From an optimization exercise on the open Yosys and OpenROAD flow, aimed at small area and a short achievable clock period; shortcuts taken in it are not production practice. Function was not checked in any run shown here: the RTL went through the layout flow alone.

==> design/flow/design.v <==
module fir_filter (
    data_in, data_out, clk, rst
);
    output [17:0] data_out;
    input  [7:0]  data_in;
    input         clk, rst;
    wire [7:0] d = data_in;
    reg  [7:0]  x1, x2, x3, x4, x5, x6, x7;
    reg  [17:0] r;
    wire [17:0] r_next;
    wire p1, p2;
    fa u_p1 (.a(x2[0]), .b(x4[0]), .c(x6[0]), .s(p1), .co(p2));
    wire p3, p4;
    fa u_p3 (.a(x2[1]), .b(x4[1]), .c(x6[1]), .s(p3), .co(p4));
    wire p5, p6;
    fa u_p5 (.a(x2[2]), .b(x4[2]), .c(x6[2]), .s(p5), .co(p6));
    wire p7, p8;
    fa u_p7 (.a(x2[3]), .b(x4[3]), .c(x6[3]), .s(p7), .co(p8));
    wire p9, p10;
    fa u_p9 (.a(x2[4]), .b(x4[4]), .c(x6[4]), .s(p9), .co(p10));
    wire p11, p12;
    fa u_p11 (.a(x2[5]), .b(x4[5]), .c(x6[5]), .s(p11), .co(p12));
    wire p13, p14;
    fa u_p13 (.a(x2[6]), .b(x4[6]), .c(x6[6]), .s(p13), .co(p14));
    wire p15, p16;
    fa u_p15 (.a(x2[7]), .b(x4[7]), .c(x6[7]), .s(p15), .co(p16));
    wire [9:0] P = {1'b0, p16, p14, p12, p10, p8, p6, p4, p2, p1} + {1'b0, 1'b0, p15, p13, p11, p9, p7, p5, p3, 1'b0};
    wire t1 = ~(~P[0] ^ ~x3[0]);
    wire t2 = ~P[0] | ~x3[0];
    wire t3 = ~(~P[1] ^ ~x3[1]);
    wire t4 = ~P[1] | ~x3[1];
    wire t5, t6;
    fa u_t5 (.a(x7[1]), .b(t2), .c(t3), .s(t5), .co(t6));
    wire t7, t8;
    fa u_t7 (.a(~P[2]), .b(~x3[2]), .c(x7[2]), .s(t7), .co(t8));
    wire t9, t10;
    fa u_t9 (.a(x7[0]), .b(t4), .c(t7), .s(t9), .co(t10));
    wire t11, t12;
    fa u_t11 (.a(~P[3]), .b(~x3[3]), .c(x7[3]), .s(t11), .co(t12));
    wire t13, t14;
    fa u_t13 (.a(x7[1]), .b(t8), .c(t11), .s(t13), .co(t14));
    wire t15, t16;
    fa u_t15 (.a(P[0]), .b(~P[4]), .c(~x3[4]), .s(t15), .co(t16));
    wire t17, t18;
    fa u_t17 (.a(x7[4]), .b(x7[2]), .c(x7[0]), .s(t17), .co(t18));
    wire t19, t20;
    fa u_t19 (.a(t12), .b(t15), .c(t17), .s(t19), .co(t20));
    wire t21, t22;
    fa u_t21 (.a(P[1]), .b(~P[5]), .c(~x3[5]), .s(t21), .co(t22));
    wire t23, t24;
    fa u_t23 (.a(x7[5]), .b(x7[3]), .c(x7[1]), .s(t23), .co(t24));
    wire t25, t26;
    fa u_t25 (.a(t16), .b(t18), .c(t21), .s(t25), .co(t26));
    wire t27, t28;
    fa u_t27 (.a(t23), .b(t20), .c(t25), .s(t27), .co(t28));
    wire t29, t30;
    fa u_t29 (.a(P[0]), .b(P[2]), .c(~P[6]), .s(t29), .co(t30));
    wire t31, t32;
    fa u_t31 (.a(~x3[6]), .b(x7[6]), .c(x7[4]), .s(t31), .co(t32));
    wire t33, t34;
    fa u_t33 (.a(x7[2]), .b(x7[0]), .c(t22), .s(t33), .co(t34));
    wire t35, t36;
    fa u_t35 (.a(t24), .b(t29), .c(t31), .s(t35), .co(t36));
    wire t37, t38;
    fa u_t37 (.a(t26), .b(t33), .c(t35), .s(t37), .co(t38));
    wire t39, t40;
    fa u_t39 (.a(P[1]), .b(P[3]), .c(~P[7]), .s(t39), .co(t40));
    wire t41, t42;
    fa u_t41 (.a(~x3[7]), .b(x7[7]), .c(x7[5]), .s(t41), .co(t42));
    wire t43, t44;
    fa u_t43 (.a(x7[3]), .b(x7[1]), .c(t30), .s(t43), .co(t44));
    wire t45, t46;
    fa u_t45 (.a(t32), .b(t39), .c(t41), .s(t45), .co(t46));
    wire t47, t48;
    fa u_t47 (.a(t34), .b(t36), .c(t43), .s(t47), .co(t48));
    wire t49, t50;
    fa u_t49 (.a(t45), .b(t38), .c(t47), .s(t49), .co(t50));
    wire t51, t52;
    fa u_t51 (.a(P[2]), .b(P[4]), .c(~P[8]), .s(t51), .co(t52));
    wire t53, t54;
    fa u_t53 (.a(x3[0]), .b(x7[6]), .c(x7[4]), .s(t53), .co(t54));
    wire t55, t56;
    fa u_t55 (.a(x7[2]), .b(t40), .c(t42), .s(t55), .co(t56));
    wire t57, t58;
    fa u_t57 (.a(t51), .b(t53), .c(t44), .s(t57), .co(t58));
    wire t59, t60;
    fa u_t59 (.a(t46), .b(t55), .c(t48), .s(t59), .co(t60));
    wire t61, t62;
    fa u_t61 (.a(t57), .b(t50), .c(t59), .s(t61), .co(t62));
    wire t63 = ~(P[3] ^ P[5]);
    wire t64 = P[3] | P[5];
    wire t65, t66;
    fa u_t65 (.a(~P[9]), .b(x3[1]), .c(x7[7]), .s(t65), .co(t66));
    wire t67, t68;
    fa u_t67 (.a(x7[5]), .b(x7[3]), .c(t63), .s(t67), .co(t68));
    wire t69, t70;
    fa u_t69 (.a(t52), .b(t54), .c(t65), .s(t69), .co(t70));
    wire t71, t72;
    fa u_t71 (.a(t67), .b(t56), .c(t69), .s(t71), .co(t72));
    wire t73, t74;
    fa u_t73 (.a(t58), .b(t71), .c(t60), .s(t73), .co(t74));
    wire t75, t76;
    fa u_t75 (.a(P[4]), .b(P[6]), .c(x3[2]), .s(t75), .co(t76));
    wire t77, t78;
    fa u_t77 (.a(x7[6]), .b(x7[4]), .c(t64), .s(t77), .co(t78));
    wire t79, t80;
    fa u_t79 (.a(t66), .b(t75), .c(t68), .s(t79), .co(t80));
    wire t81, t82;
    fa u_t81 (.a(t77), .b(t70), .c(t79), .s(t81), .co(t82));
    wire t83, t84;
    fa u_t83 (.a(t72), .b(t81), .c(t74), .s(t83), .co(t84));
    wire t85 = ~(P[5] ^ P[7]);
    wire t86 = P[5] | P[7];
    wire t87, t88;
    fa u_t87 (.a(x3[3]), .b(x7[7]), .c(x7[5]), .s(t87), .co(t88));
    wire t89, t90;
    fa u_t89 (.a(t85), .b(t76), .c(t87), .s(t89), .co(t90));
    wire t91, t92;
    fa u_t91 (.a(t78), .b(t89), .c(t80), .s(t91), .co(t92));
    wire t93, t94;
    fa u_t93 (.a(t82), .b(t91), .c(t84), .s(t93), .co(t94));
    wire t95 = ~(P[6] ^ P[8]);
    wire t96 = P[6] | P[8];
    wire t97, t98;
    fa u_t97 (.a(x3[4]), .b(x7[6]), .c(t86), .s(t97), .co(t98));
    wire t99, t100;
    fa u_t99 (.a(t95), .b(t88), .c(t97), .s(t99), .co(t100));
    wire t101, t102;
    fa u_t101 (.a(t90), .b(t99), .c(t92), .s(t101), .co(t102));
    wire t103 = ~(P[7] ^ P[9]);
    wire t104 = P[7] | P[9];
    wire t105, t106;
    fa u_t105 (.a(x3[5]), .b(x7[7]), .c(t96), .s(t105), .co(t106));
    wire t107, t108;
    fa u_t107 (.a(t103), .b(t98), .c(t105), .s(t107), .co(t108));
    wire t109, t110;
    fa u_t109 (.a(t100), .b(t107), .c(t102), .s(t109), .co(t110));
    wire t111 = ~(P[8] ^ x3[6]);
    wire t112 = P[8] | x3[6];
    wire t113, t114;
    fa u_t113 (.a(t104), .b(t111), .c(t106), .s(t113), .co(t114));
    wire t115, t116;
    fa u_t115 (.a(t108), .b(t113), .c(t110), .s(t115), .co(t116));
    wire t117 = ~(P[9] ^ x3[7]);
    wire t118 = P[9] | x3[7];
    wire t119, t120;
    fa u_t119 (.a(t112), .b(t117), .c(t114), .s(t119), .co(t120));
    wire t121 = ~(t118 ^ t120);
    wire t122 = t118 | t120;
    wire [17:0] r_next_w = {1'b1, t121, t119, t115, t109, t101, t93, t83, t62, t61, t49, t28, t27, t14, t10, t6, t5, x7[0]} + {t122, 1'b0, t116, 1'b0, 1'b0, t94, 1'b0, 1'b0, t73, 1'b0, 1'b0, t37, 1'b0, t19, t13, t9, 1'b0, t1};
    assign r_next = r_next_w;
    wire o1, o2;
    fa u_o1 (.a(r[0]), .b(~x1[0]), .c(d[0]), .s(o1), .co(o2));
    wire o3, o4;
    fa u_o3 (.a(r[1]), .b(~x1[1]), .c(d[1]), .s(o3), .co(o4));
    wire o5, o6;
    fa u_o5 (.a(r[2]), .b(~x1[2]), .c(d[2]), .s(o5), .co(o6));
    wire o7, o8;
    fa u_o7 (.a(d[0]), .b(o4), .c(o5), .s(o7), .co(o8));
    wire o9, o10;
    fa u_o9 (.a(r[3]), .b(~x1[3]), .c(d[3]), .s(o9), .co(o10));
    wire o11, o12;
    fa u_o11 (.a(d[1]), .b(o6), .c(o9), .s(o11), .co(o12));
    wire o13, o14;
    fa u_o13 (.a(r[4]), .b(x1[0]), .c(~x1[4]), .s(o13), .co(o14));
    wire o15, o16;
    fa u_o15 (.a(o13), .b(d[4]), .c(d[2]), .s(o15), .co(o16));
    wire o17, o18;
    fa u_o17 (.a(d[0]), .b(o10), .c(o15), .s(o17), .co(o18));
    wire o19, o20;
    fa u_o19 (.a(r[5]), .b(x1[1]), .c(~x1[5]), .s(o19), .co(o20));
    wire o21, o22;
    fa u_o21 (.a(o14), .b(o19), .c(d[5]), .s(o21), .co(o22));
    wire o23, o24;
    fa u_o23 (.a(d[3]), .b(d[1]), .c(o16), .s(o23), .co(o24));
    wire o25, o26;
    fa u_o25 (.a(o21), .b(o18), .c(o23), .s(o25), .co(o26));
    wire o27, o28;
    fa u_o27 (.a(r[6]), .b(x1[0]), .c(x1[2]), .s(o27), .co(o28));
    wire o29, o30;
    fa u_o29 (.a(~x1[6]), .b(o27), .c(o20), .s(o29), .co(o30));
    wire o31, o32;
    fa u_o31 (.a(o29), .b(d[6]), .c(d[4]), .s(o31), .co(o32));
    wire o33, o34;
    fa u_o33 (.a(d[2]), .b(d[0]), .c(o22), .s(o33), .co(o34));
    wire o35, o36;
    fa u_o35 (.a(o31), .b(o24), .c(o33), .s(o35), .co(o36));
    wire o37, o38;
    fa u_o37 (.a(r[7]), .b(x1[1]), .c(x1[3]), .s(o37), .co(o38));
    wire o39, o40;
    fa u_o39 (.a(~x1[7]), .b(o28), .c(o37), .s(o39), .co(o40));
    wire o41, o42;
    fa u_o41 (.a(o39), .b(o30), .c(d[7]), .s(o41), .co(o42));
    wire o43, o44;
    fa u_o43 (.a(d[5]), .b(d[3]), .c(d[1]), .s(o43), .co(o44));
    wire o45, o46;
    fa u_o45 (.a(o32), .b(o41), .c(o43), .s(o45), .co(o46));
    wire o47, o48;
    fa u_o47 (.a(o34), .b(o45), .c(o36), .s(o47), .co(o48));
    wire o49, o50;
    fa u_o49 (.a(r[8]), .b(x1[2]), .c(x1[4]), .s(o49), .co(o50));
    wire o51, o52;
    fa u_o51 (.a(o38), .b(o49), .c(o40), .s(o51), .co(o52));
    wire o53, o54;
    fa u_o53 (.a(o51), .b(d[6]), .c(d[4]), .s(o53), .co(o54));
    wire o55, o56;
    fa u_o55 (.a(d[2]), .b(o42), .c(o44), .s(o55), .co(o56));
    wire o57, o58;
    fa u_o57 (.a(o53), .b(o46), .c(o55), .s(o57), .co(o58));
    wire o59, o60;
    fa u_o59 (.a(r[9]), .b(x1[3]), .c(x1[5]), .s(o59), .co(o60));
    wire o61, o62;
    fa u_o61 (.a(o50), .b(o59), .c(o52), .s(o61), .co(o62));
    wire o63, o64;
    fa u_o63 (.a(d[7]), .b(d[5]), .c(d[3]), .s(o63), .co(o64));
    wire o65, o66;
    fa u_o65 (.a(o61), .b(o54), .c(o63), .s(o65), .co(o66));
    wire o67, o68;
    fa u_o67 (.a(o56), .b(o65), .c(o58), .s(o67), .co(o68));
    wire o69, o70;
    fa u_o69 (.a(r[10]), .b(x1[4]), .c(x1[6]), .s(o69), .co(o70));
    wire o71, o72;
    fa u_o71 (.a(o60), .b(o69), .c(d[6]), .s(o71), .co(o72));
    wire o73, o74;
    fa u_o73 (.a(d[4]), .b(o62), .c(o64), .s(o73), .co(o74));
    wire o75, o76;
    fa u_o75 (.a(o71), .b(o66), .c(o73), .s(o75), .co(o76));
    wire o77, o78;
    fa u_o77 (.a(r[11]), .b(x1[5]), .c(x1[7]), .s(o77), .co(o78));
    wire o79, o80;
    fa u_o79 (.a(o70), .b(o77), .c(d[7]), .s(o79), .co(o80));
    wire o81, o82;
    fa u_o81 (.a(d[5]), .b(o72), .c(o79), .s(o81), .co(o82));
    wire o83, o84;
    fa u_o83 (.a(o74), .b(o81), .c(o76), .s(o83), .co(o84));
    wire o85, o86;
    fa u_o85 (.a(r[12]), .b(x1[6]), .c(o78), .s(o85), .co(o86));
    wire o87, o88;
    fa u_o87 (.a(o85), .b(d[6]), .c(o80), .s(o87), .co(o88));
    wire o89, o90;
    fa u_o89 (.a(o82), .b(o87), .c(o84), .s(o89), .co(o90));
    wire o91, o92;
    fa u_o91 (.a(r[13]), .b(x1[7]), .c(o86), .s(o91), .co(o92));
    wire o93, o94;
    fa u_o93 (.a(o91), .b(d[7]), .c(o88), .s(o93), .co(o94));
    wire o95, o96;
    fa u_o95 (.a(r[14]), .b(o92), .c(o94), .s(o95), .co(o96));
    assign data_out = {r[17], r[16], r[15], o95, o93, o89, o83, o75, o67, o57, o47, o26, o25, o12, o8, o7, o2, o1} + {1'b0, 1'b0, o96, 1'b0, o90, 1'b0, 1'b0, o68, 1'b0, o48, 1'b0, o35, 1'b0, o17, o11, 1'b0, o3, 1'b0};
    always @(posedge clk)
        if (rst) begin
            x1 <= 8'd0; x2 <= 8'd0; x3 <= 8'd0; x4 <= 8'd0;
            x5 <= 8'd0; x6 <= 8'd0; x7 <= 8'd0;
            r <= 18'd261889;
        end else begin
            x1 <= d; x2 <= x1; x3 <= x2; x4 <= x3;
            x5 <= x4; x6 <= x5; x7 <= x6;
            r <= r_next;
        end
endmodule
module fa (input a, input b, input c, output s, output co);
    assign s = a ^ b ^ c;
    assign co = (a & b) | (a & c) | (b & c);
endmodule
module ha (input a, input b, output s, output co);
    assign s = a ^ b;
    assign co = a & b;
endmodule
==> design/flow/run.sh <==
#!/bin/bash
# synth_recipe.tcl (not shown) runs the flow's synth.tcl, then flattens the netlist and writes it again
# the make line also repeats each setting of config.mk as NAME=value (left out here)
make -C /OpenROAD-flow-scripts/flow DESIGN_CONFIG=/design/flow/config.mk WORK_HOME=/design/flow/orfs CLKGATE_MAP_FILE= SYNTH_SCRIPT=/design/flow/synth_recipe.tcl finish
==> design/flow/config.mk <==
export PLATFORM = sky130hd
export DESIGN_NAME = fir_filter
export DESIGN_NICKNAME = fir_filter
export VERILOG_FILES = /design/flow/design.v
export SDC_FILE = /design/flow/constraint.sdc
export NUM_CORES = 4
export LEC_CHECK = 0
export CAP_MARGIN = 20
export CORE_MARGIN = 2
export CORE_UTILIZATION = 40
export SLEW_MARGIN = 20
export SYNTH_HIERARCHICAL = 1
==> design/flow/constraint.sdc <==
create_clock -name core_clock -period 11.0 [get_ports {clk}]
set_input_delay 2.2000 -clock core_clock [delete_from_list [all_inputs] [get_ports {clk}]]
set_output_delay 2.2000 -clock core_clock [all_outputs]
set_load 0.01 [all_outputs]
==> flow_summary_export.csv, run 1 <==
group,metric,value,unit
critical_path,reg2reg_to,"r[17]$_SDFF_PP1_",
sta,fmax,0.1148,GHz
cts,cts.sinks,74,
grt,grt_overflow,0,
placed_design,port_buffers,27,
cts,cts_tree,"yes",
drt,firstDrtPassIters,4,
cts,cts.root.buffer_cell,"clkbuf_16",
synth,synth_warnings,7,
drt,via_per_inst,4.793,
drt,drc,0,
grt,antenna_found_initial,0,
cts,insertion_delay,0.33,ns
floorplanning,num_rows,43,
synth,synth_top_area_share,39.30,%
final_layout,nets,655,
final_layout,final.fill_count,1251,
synth,synth-edff-count,0,
synth,ys_async_sr_fraction,0,%
floorplanning,core,13720,um2
synth,synth_top_cell_by_area,"fa_1",
sta,rsz0062_at_grt,"false",
drt,drtAntennaViolNets,0,
critical_path,worstSetupEndpointType,"primary output",
cts,clk_pin_slew_worst_paths,0.06,ns
sta,hold_viol,0,
cts,cts_made_buffers,9,
synth,syn_area,5553,um2
critical_path,slowest_stage,"clkdlybuf4s50_1",
cts,holdBufCountCts,0,
placed_design,dp_slack,2.271,ns
final_layout,area_growth,13.54,%
final_layout,antenna_cells,0,
critical_path,worstSetupPathType,"input pin to primary output",
cts,post_cts_resized,0,
sta,slew_headroom,54.58,%
critical_path,crit_family,"adder cells",
critical_path,ff2ff_path_depth,20,
critical_path,r2r_slack,4.17,ns
worst_hold_path,holdCritPathClass,"register to register",
sta,slew_viol_final,0,
drt,vias,3293,
floorplanning,pin_count,28,
critical_path,crit_top_cell,"fa_1",
synth,synthTopCellsByArea,"fa_1 39%, dfxtp_1 27%, ha_1 7.7%",
sta,min_period_over_period,79.21,%
synth,synth_nets,624,
synth,ys_seq_area_share,26.68,%
floorplanning,die_y,121.8,um
critical_path,worstPathArrival,6.51,ns
grt,grt_max_degree,68,
placed_design,dp_hpwl,8622,um
floorplanning,initial_core_util,40.47,%
grt,grt_pass1_vias,3667,
synth,synth_commonest_cells,"109 x fa_1, 74 x dfxtp_1, 46 x nor2b_1",
sta,min_period,8.713,ns
critical_path,worstPathRequired,8.80,ns
critical_path,rr_startpoint,"x2[2]$_SDFF_PP0_",
sta,finalSetupViolCount,0,
synth,synth.most_common_cell,"fa_1",
worst_hold_path,min_from,"x5[2]$_SDFF_PP0_",
grt,grt_usage,15.79,%
final_layout,drive_gt1_share,4.536,%
synth,yosys.cell_types.count,45,
worst_hold_path,hold_path_depth,1,
cts,cts_htree_levels,3,
outcome,status,"finished clean",
sta,skew,0.007558,ns
critical_path,crit_chain,"clkdlybuf4s50_1, fa_1, fa_1, fa_1, fa_1, fa_1, ha_1, a31oi_1, inv_1, a41oi_1, xnor2_1, clkdlybuf4s50_1",
sta,setup_tns,0,ns
critical_path,cp.buffers_inverters,3,
synth,synth_cells,471,
critical_path,cp.depth,12,
floorplanning,die-area,14840,um2
critical_path,cp_max_fo,5,
drt,routed_wl,10400,um
synth,synth_ff_type,"dfxtp_1",
drt,dr.first_iter.drc_count,126,
sta,fin_ws,2.287,ns
final_layout,regArea,1481,um2
cts,cts_setup_buffers,0,
cts,clock_path_buffers,2,
sta,tightest_slew,0.6813,ns
floorplanning,die_w,121.8,um
placed_design,place_congestion,0.8442,
synth,synth_area_per_cell,11.79,um2
synth,ys_ff_latch,74,
worst_hold_path,hold-path-endpoint,"x6[2]$_SDFF_PP0_",
flow_run,cap_violations,0,
critical_path,start_kind,"input pin",
grt,grt_pass1_wl,17950,um
final_layout,multi_input_area,3887,um2
drt,drt-wirelength-per-cell,15.13,um
critical_path,critPathMaxStageDelay,0.66,ns
[through the flow]
step	utilization (%)	hold slack [ns]	cell area, um2	instances
final	45.96	0.4322	6305	687
after CTS	45.96	0.4353	6305	687
after global placement	43.86	0.4178	6017	671
after detailed placement	43.86	0.4204	6017	671
after floorplan	-	0.4138	5553	471
after global routing	45.96	0.4466	6305	687
[cell families after synthesis]
| family | Yosys count | share of synthesized area [%] |
|---|---|---|
| adders and majority gates | 143 | 46.96 |
| and+or+nand+nor | 115 | 11.29 |
| DFF | 74 | 26.68 |
| AOI/OAI and AO/OA | 63 | 7.346 |
| buffers and inverters | 48 | 3.312 |
| xor gates and xnor gates | 28 | 4.416 |
[worst reg2reg max path, stage by stage, from the launching register on]
cell,delay [ns]
dfxtp_1,0.35
fa_1,0.59
ha_1,0.24
a21o_1,0.19
a21oi_1,0.25
o21ai_0,0.13
a21oi_1,0.26
xor2_1,0.39
fa_1,0.52
fa_1,0.44
fa_1,0.42
fa_1,0.40
fa_1,0.40
fa_1,0.39
fa_1,0.38
ha_1,0.36
nand3_2,0.11
nor3_4,0.25
a211oi_1,0.13
or4_1,0.48
nand3_1,0.09
[area by class of cell]
| class | count | area share [%] |
|---|---|---|
| Tap cell | 180 | 3.572 |
| Inverter | 40 | 2.381 |
| Clock inverter | 5 | 0.8732 |
| Multi-Input combinational cell | 349 | 61.66 |
| Timing Repair Buffer | 28 | 4.326 |
| Clock buffer | 11 | 3.691 |
| Sequential cell | 74 | 23.50 |
[how the worst max path moves through the flow]
| stage | from | endpoint | slack (ns) |
|---|---|---|---|
| 2_1_floorplan | data_in[7] | data_out[17] | 3.44 |
| 3_3_place_gp | data_in[5] | data_out[17] | 2.31 |
| 3_5_place_dp | data_in[5] | data_out[16] | 2.27 |
| 4_1_cts | data_in[5] | data_out[16] | 2.25 |
| 5_1_grt | data_in[5] | data_out[17] | 2.03 |
| 6_report | data_in[5] | data_out[16] | 2.29 |
[Yosys stat by module (local to each module, per instance)]
module / area (um2) / cells / copies in the design / flops+latches
fir_filter: 3391 / 363 / 1 / 74
fa: 20.02 / 1 / 108 / 0
[cell usage in the layout (no fill, tap or decap), drive strengths merged, types with 2 or more instances in the layout]
master / Yosys / final
nand3: 7 / 7
o21ai: 20 / 20
xnor2: 18 / 18
a31oi: 6 / 6
dfxtp: 74 / 74
and3: 3 / 3
nand2b: 2 / 2
nor2b: 46 / 46
nand2: 8 / 8
a21oi: 12 / 12
nor3: 3 / 3
xor2: 10 / 10
nor2: 33 / 33
clkinv: 1 / 3
clkbuf: 7 / 11
o211ai: 2 / 2
or3: 5 / 5
buf: 1 / 2
clkinvlp: 0 / 2
nand3b: 2 / 2
a21o: 4 / 4
clkdlybuf4s50: 0 / 26
fa: 109 / 109
or2: 3 / 3
ha: 34 / 34
inv: 39 / 39
o21a: 2 / 2
a311oi: 3 / 3
a211oi: 5 / 5
[state kept, by name, indices dropped and copies added, names as in the netlist]
register  count
r            18
x1            8
x2            8
x3            8
x4            8
x5            8
x6            8
x7            8
[per-layer routing]
metal / track usage, % / wire [um]
met1: 20.77 / 4831
met2: 26.64 / 5029
met3: 2.762 / 363
met4: 5.029 / 170
met5: 0 / 0
==> run 2, diff against run 1 <==
--- a/design/flow/config.mk
+++ b/design/flow/config.mk
@@ -7,6 +7,7 @@
 export LEC_CHECK = 0
 export CAP_MARGIN = 20
 export CORE_MARGIN = 2
-export CORE_UTILIZATION = 40
+export CORE_UTILIZATION = 65
+export CTS_BUF_LIST = sky130_fd_sc_hd__clkbuf_4 sky130_fd_sc_hd__clkbuf_8
 export SLEW_MARGIN = 20
 export SYNTH_HIERARCHICAL = 1
==> run 2 against run 1 <==
Still clean. Global-route usage is 8.7 points higher. Via count is 1.8% higher. Count of clock-buffer cells in the layout shrank 1. Clock skew up 0.0036 ns. Worst hold slack improved by 0.013 ns. Register-to-register slack about the same. Worst setup slack gained 0.0059 ns. Synthesized area is the same. Non-clock buffer count unchanged.
==> flow_summary_export.csv, run 2 <==
group,metric,value,unit
outcome,status,"finished clean",
flow_run,cap_violations,0,
grt,grt_max_degree,68,
final_layout,regArea,1481,um2
drt,firstDrtPassIters,4,
placed_design,place_congestion,0.8776,
sta,finalSetupViolCount,0,
critical_path,worstPathRequired,8.80,ns
drt,dr.first_iter.drc_count,142,
synth,synth_ff_type,"dfxtp_1",
synth,yosys.cell_types.count,45,
sta,hold_viol,0,
sta,setup_tns,0,ns
floorplanning,num_rows,33,
cts,cts_made_buffers,9,
cts,clk_pin_slew_worst_paths,0.08,ns
critical_path,cp_max_fo,5,
final_layout,largest_reg_flops,18,
final_layout,multi_input_area,3887,um2
placed_design,post_dp_cell_area,5923,um2
final_layout,area_growth,11.11,%
final_layout,final_common_cell,"fa_1",
final_layout,layout_common_cells,"109 x fa_1, 74 x dfxtp_1, 46 x nor2b_1",
final_layout,fin_area,6170,um2
floorplanning,die_y,96.43,um
critical_path,start_kind,"input pin",
synth,ys_seq_area_share,26.68,%
final_layout,drive_gt1_share,4.931,%
grt,grt_pass1_vias,3593,
final_layout,antenna_cells,0,
critical_path,worstPathArrival,6.51,ns
critical_path,worstSetupPathType,"input pin to primary output",
cts,cts_htree_levels,3,
sta,slew_headroom,55.68,%
synth,ys_ff_latch,74,
grt,grt_overflow,0,
floorplanning,pin_count,28,
cts,cts_tree,"yes",
synth,synth_top_area_share,39.30,%
grt,grt_usage,24.51,%
drt,via_per_inst,5.477,
cts,cts_setup_buffers,0,
final_layout,final.fill_count,576,
grt,antenna_found_initial,0,
cts,cts.sinks,74,
worst_hold_path,holdCritPathClass,"register to register",
sta,min_period_over_period,79.15,%
synth,synth_area_per_cell,11.79,um2
cts,insertion_delay,0.36,ns
drt,vias,3352,
sta,fmax,0.1149,GHz
final_layout,final_util,74.71,%
placed_design,port_buffers,27,
cts,holdBufCountCts,0,
synth,synth.most_common_cell,"fa_1",
grt,grt_pass1_wl,16670,um
drt,routed_wl,9897,um
synth,synth_cells,471,
synth,synth_nets,624,
synth,synthTopCellsByArea,"fa_1 39%, dfxtp_1 27%, ha_1 7.7%",
cts,post_cts_resized,0,
synth,synth_commonest_cells,"109 x fa_1, 74 x dfxtp_1, 46 x nor2b_1",
synth,synth_warnings,7,
sta,tightest_slew,0.6649,ns
synth,ys_async_sr_fraction,0,%
sta,skew,0.01111,ns
synth,syn_area,5553,um2
synth,synth-edff-count,0,
sta,min_period,8.707,ns
drt,drc,0,
critical_path,worstSetupEndpointType,"primary output",
sta,fin_hold_ws,0.4453,ns
synth,synth_top_cell_by_area,"fa_1",
drt,drt-wirelength-per-cell,16.17,um
sta,rsz0062_at_grt,"false",
placed_design,dp_hpwl,8100,um
drt,drtAntennaViolNets,0,
floorplanning,die_w,96.43,um
cts,cts.root.buffer_cell,"clkbuf_8",
floorplanning,die-area,9298,um2
cts,clock_path_buffers,2,
sta,slew_viol_final,0,
final_layout,nets,655,
final_layout,regMostFlops,"r",
floorplanning,core,8258,um2
floorplanning,initial_core_util,67.24,%
[run 2: cell families after synthesis]
| group | share of synthesized area, % |
|---|---|
| DFF | 26.68 |
| AOI/OAI and AO/OA | 7.346 |
| buffers and inverters | 3.312 |
| adders and majority gates | 46.96 |
| xor gates and xnor gates | 4.416 |
| and+or+nand+nor | 11.29 |
[run 2: per-module statistics from Yosys, one instance, submodules excluded]
module	cells	cell area [um2]	times used
fa	1	20.02	108
fir_filter	363	3391	1
[run 2: through the flow]
| stage | cells | setup slack, ns |
|---|---|---|
| after floorplan | 471 | 3.439 |
| after global placement | 596 | 2.349 |
| after detailed placement | 596 | 2.279 |
| after CTS | 612 | 2.279 |
| after global routing | 612 | 2.069 |
| final | 612 | 2.293 |
[run 2: area by class of cell]
type                       count  share of cell area [%]
multi-input combinational    349                   63.01
sequential                    74                   24.01
timing repair buffer          28                   4.421
inverter                      40                   2.434
clock buffer                  10                   2.129
tap                          105                   2.129
clock inverter                 6                   1.866
[run 2: worst paths after layout]
path	slack (ns)	cells after the start	start	endpoint
max	2.29	12	data_in[5]	data_out[16]
min	0.45	1	x5[1]$_SDFF_PP0_	x6[1]$_SDFF_PP0_
max reg2reg	4.18	20	x2[2]$_SDFF_PP0_	r[17]$_SDFF_PP1_
min reg2reg	0.45	1	x5[1]$_SDFF_PP0_	x6[1]$_SDFF_PP0_
[run 2: worst max-delay path, stage by stage]
cell and delay, ns:
clkdlybuf4s50_1 0.65, fa_1 0.48, fa_1 0.40, fa_1 0.42, fa_1 0.39, fa_1 0.38, ha_1 0.25, a31oi_1 0.30
inv_1 0.10, a41oi_1 0.24, xnor2_1 0.15, clkdlybuf4s50_1 0.55
[run 2: routing by layer]
metal,routed length (um),vias to the layer above,global-route usage [%]
met2,5014,59,42.88
met5,0,-,0
met4,260,0,9.155
met3,331,21,4.965
met1,4290,1673,30.21
li1,-,1599,-
==> run 3, diff against run 2 <==
--- a/design/flow/config.mk
+++ b/design/flow/config.mk
@@ -9,5 +9,6 @@
 export CORE_MARGIN = 2
 export CORE_UTILIZATION = 65
 export CTS_BUF_LIST = sky130_fd_sc_hd__clkbuf_4 sky130_fd_sc_hd__clkbuf_8
+export SETUP_SLACK_MARGIN = 3.5
 export SLEW_MARGIN = 20
 export SYNTH_HIERARCHICAL = 1
==> run 3 against run 2 <==
Still clean on timing, DRC and antenna. Non-clock buffer count rose by 4. Sequential share of layout area decreased by 0.38 points. Critical endpoint unchanged. Largest cell class unchanged. Highest routed layer unchanged.
==> flow_summary_export.csv, run 3 <==
group,metric,value,unit
floorplanning,num_rows,33,
worst_hold_path,hold-path-endpoint,"x6[2]$_SDFF_PP0_",
sta,skew,0.01012,ns
critical_path,start_kind,"input pin",
synth,synth_ff_type,"dfxtp_1",
synth,synth_area_per_cell,11.79,um2
placed_design,dp_hpwl,8396,um
cts,insertion_delay,0.36,ns
worst_hold_path,min_from,"x5[2]$_SDFF_PP0_",
final_layout,nets,659,
flow_run,cap_violations,0,
synth,yosys.cell_types.count,45,
critical_path,worstSetupPathType,"input pin to primary output",
worst_hold_path,hold_path_depth,1,
cts,holdBufCountCts,0,
placed_design,dp_slack,2.292,ns
drt,firstDrtPassIters,4,
sta,fin_ws,3.485,ns
cts,cts.root.buffer_cell,"clkbuf_8",
sta,finalSetupViolCount,0,
grt,grt_usage,25.20,%
outcome,status,"finished clean",
synth,synth_commonest_cells,"109 x fa_1, 74 x dfxtp_1, 46 x nor2b_1",
final_layout,final.fill_count,564,
cts,clock_path_buffers,2,
critical_path,r2r_slack,4.12,ns
sta,fmax,0.1331,GHz
synth,syn_area,5553,um2
cts,cts_made_buffers,9,
synth,synth_top_area_share,39.30,%
drt,drt-wirelength-per-cell,16.96,um
critical_path,reg2reg_to,"r[17]$_SDFF_PP1_",
final_layout,antenna_cells,0,
cts,cts_htree_levels,3,
sta,slew_viol_final,0,
drt,drc,0,
critical_path,worstPathRequired,8.80,ns
final_layout,drive_gt1_share,12.72,%
cts,cts.sinks,74,
drt,drtAntennaViolNets,0,
grt,grt_pass1_vias,3636,
sta,hold_viol,0,
synth,synth_cells,471,
cts,cts_tree,"yes",
grt,grt_max_degree,68,
placed_design,port_buffers,27,
synth,ys_async_sr_fraction,0,%
sta,min_period_over_period,68.31,%
synth,synth-edff-count,0,
final_layout,final_common_cell,"fa_1",
sta,tightest_slew,0.6495,ns
drt,vias,3357,
grt,grt_overflow,0,
critical_path,worstSetupEndpointType,"primary output",
final_layout,largest_reg_flops,18,
critical_path,worstPathArrival,5.31,ns
synth,ys_seq_area_share,26.68,%
final_layout,area_growth,12.91,%
cts,clk_pin_slew_worst_paths,0.08,ns
worst_hold_path,holdCritPathClass,"register to register",
sta,min_period,7.515,ns
floorplanning,core,8258,um2
sta,slew_headroom,56.70,%
floorplanning,initial_core_util,67.24,%
grt,grt_pass1_wl,17070,um
critical_path,cp_max_fo,5,
sta,fin_hold_ws,0.4477,ns
synth,synth_warnings,7,
synth,synth_top_cell_by_area,"fa_1",
drt,routed_wl,10450,um
floorplanning,pin_count,28,
synth,synthTopCellsByArea,"fa_1 39%, dfxtp_1 27%, ha_1 7.7%",
critical_path,ff2ff_path_depth,20,
grt,antenna_found_initial,0,
floorplanning,die_w,96.43,um
critical_path,rr_startpoint,"x2[2]$_SDFF_PP0_",
sta,rsz0062_at_grt,"true",
drt,dr.first_iter.drc_count,124,
final_layout,layout_common_cells,"96 x fa_1, 74 x dfxtp_1, 46 x nor2b_1",
synth,synth_nets,624,
final_layout,regMostFlops,"r",
synth,ys_ff_latch,74,
floorplanning,die-area,9298,um2
placed_design,place_congestion,0.9008,
synth,synth.most_common_cell,"fa_1",
drt,via_per_inst,5.450,
sta,setup_tns,0,ns
floorplanning,die_y,96.43,um
run 3: through the flow:
stage	area (um2)	util, %	instances
after floorplan	5553	-	471
after global placement	5923	71.73	596
after detailed placement	5923	71.73	596
after CTS	6233	75.48	613
after global routing	6270	75.92	616
final	6270	75.92	616
run 3: Yosys stat by module (local to each module, per instance):
module	times used	flops+latches	area, um2	cells
fa	108	0	20.02	1
fir_filter	1	74	3391	363
run 3: worst max path at each step:
stage                    start           end  slack [ns]
floorplan           data_in[7]  data_out[17]        3.57
global placement    data_in[5]  data_out[16]        2.39
detailed placement  data_in[3]  data_out[16]        2.29
CTS                 data_in[5]  data_out[16]        3.49
global route        data_in[7]  data_out[14]        3.37
finish              data_in[7]  data_out[16]        3.49
run 3: timing repair:
action,CTS,global route
setup endpoints to repair,12,10
gates resized for setup,81,12
setup buffers,1,3
pin swaps,9,3
run 3: layout make-up:
class / instances / area, um2 / area share [%]
multi-input cells: 349 / 3989 / 63.62
well taps: 105 / 131.4 / 2.095
clock buffers: 10 / 131.4 / 2.095
flip-flops and latches: 74 / 1481 / 23.63
repair buffers: 32 / 272.8 / 4.350
clock inverters: 6 / 113.9 / 1.816
inverters: 40 / 150.1 / 2.395
run 3: routing by layer:
layer | share of wire, % | up-vias | global-route usage, %
met5 | 0 | - | 0
met4 | 2.4 | 0 | 9.038
met3 | 2.5 | 18 | 3.724
met2 | 53 | 44 | 45.54
met1 | 42 | 1697 | 30.85
li1 | - | 1598 | -
run 3: cell families (layout without fill, tap and decap cells):
group,after synthesis,after routing,share of synthesized area (%)
adders and majority gates,143,143,46.96
AOI/OAI and AO/OA,63,63,7.346
DFF,74,74,26.68
xor gates and xnor gates,28,28,4.416
and+or+nand+nor,115,115,11.29
buffers and inverters,48,88,3.312
run 3: worst max-delay path, cell delays in order:
cell             delay, ns
buf_4                 0.14
fa_1                  0.41
fa_1                  0.49
fa_2                  0.36
fa_1                  0.38
ha_1                  0.31
and3b_2               0.24
a21o_1                0.20
a41oi_2               0.22
xnor2_1               0.13
clkdlybuf4s15_2       0.23

[re-timing with driven ports]
No port has a modelled driver above. Below, the same layouts with a new extraction and two added sets of constraints.
Step 1: set_driving_cell puts a clkbuf_16 on clk and a buf_2 on each other input, an assumption about the parent block.
Step 2 adds t to the input delays and takes it off the output delays; t is the mean of the earliest and latest rising clock arrival at the registers after step 1. Input paths then give back, and output paths get back, about the clock's delay inside the block.
a / b / c = ideal ports / drivers / drivers and shift; a / b = the first two.
run	t (ns)	setup WS [ns]	worst register clock-pin slew, ns
run 1	0.359	2.287 / 2.260 / 2.260	0.06 / 0.06
run 2	0.382	2.293 / 2.261 / 2.261	0.08 / 0.08
run 3	0.382	3.485 / 3.462 / 3.462	0.08 / 0.08
After both steps setup and hold are still met in every run listed. The setup slack of run 2, which loses most, moves by -0.032 ns with the drivers and by -0.032 ns with both steps.
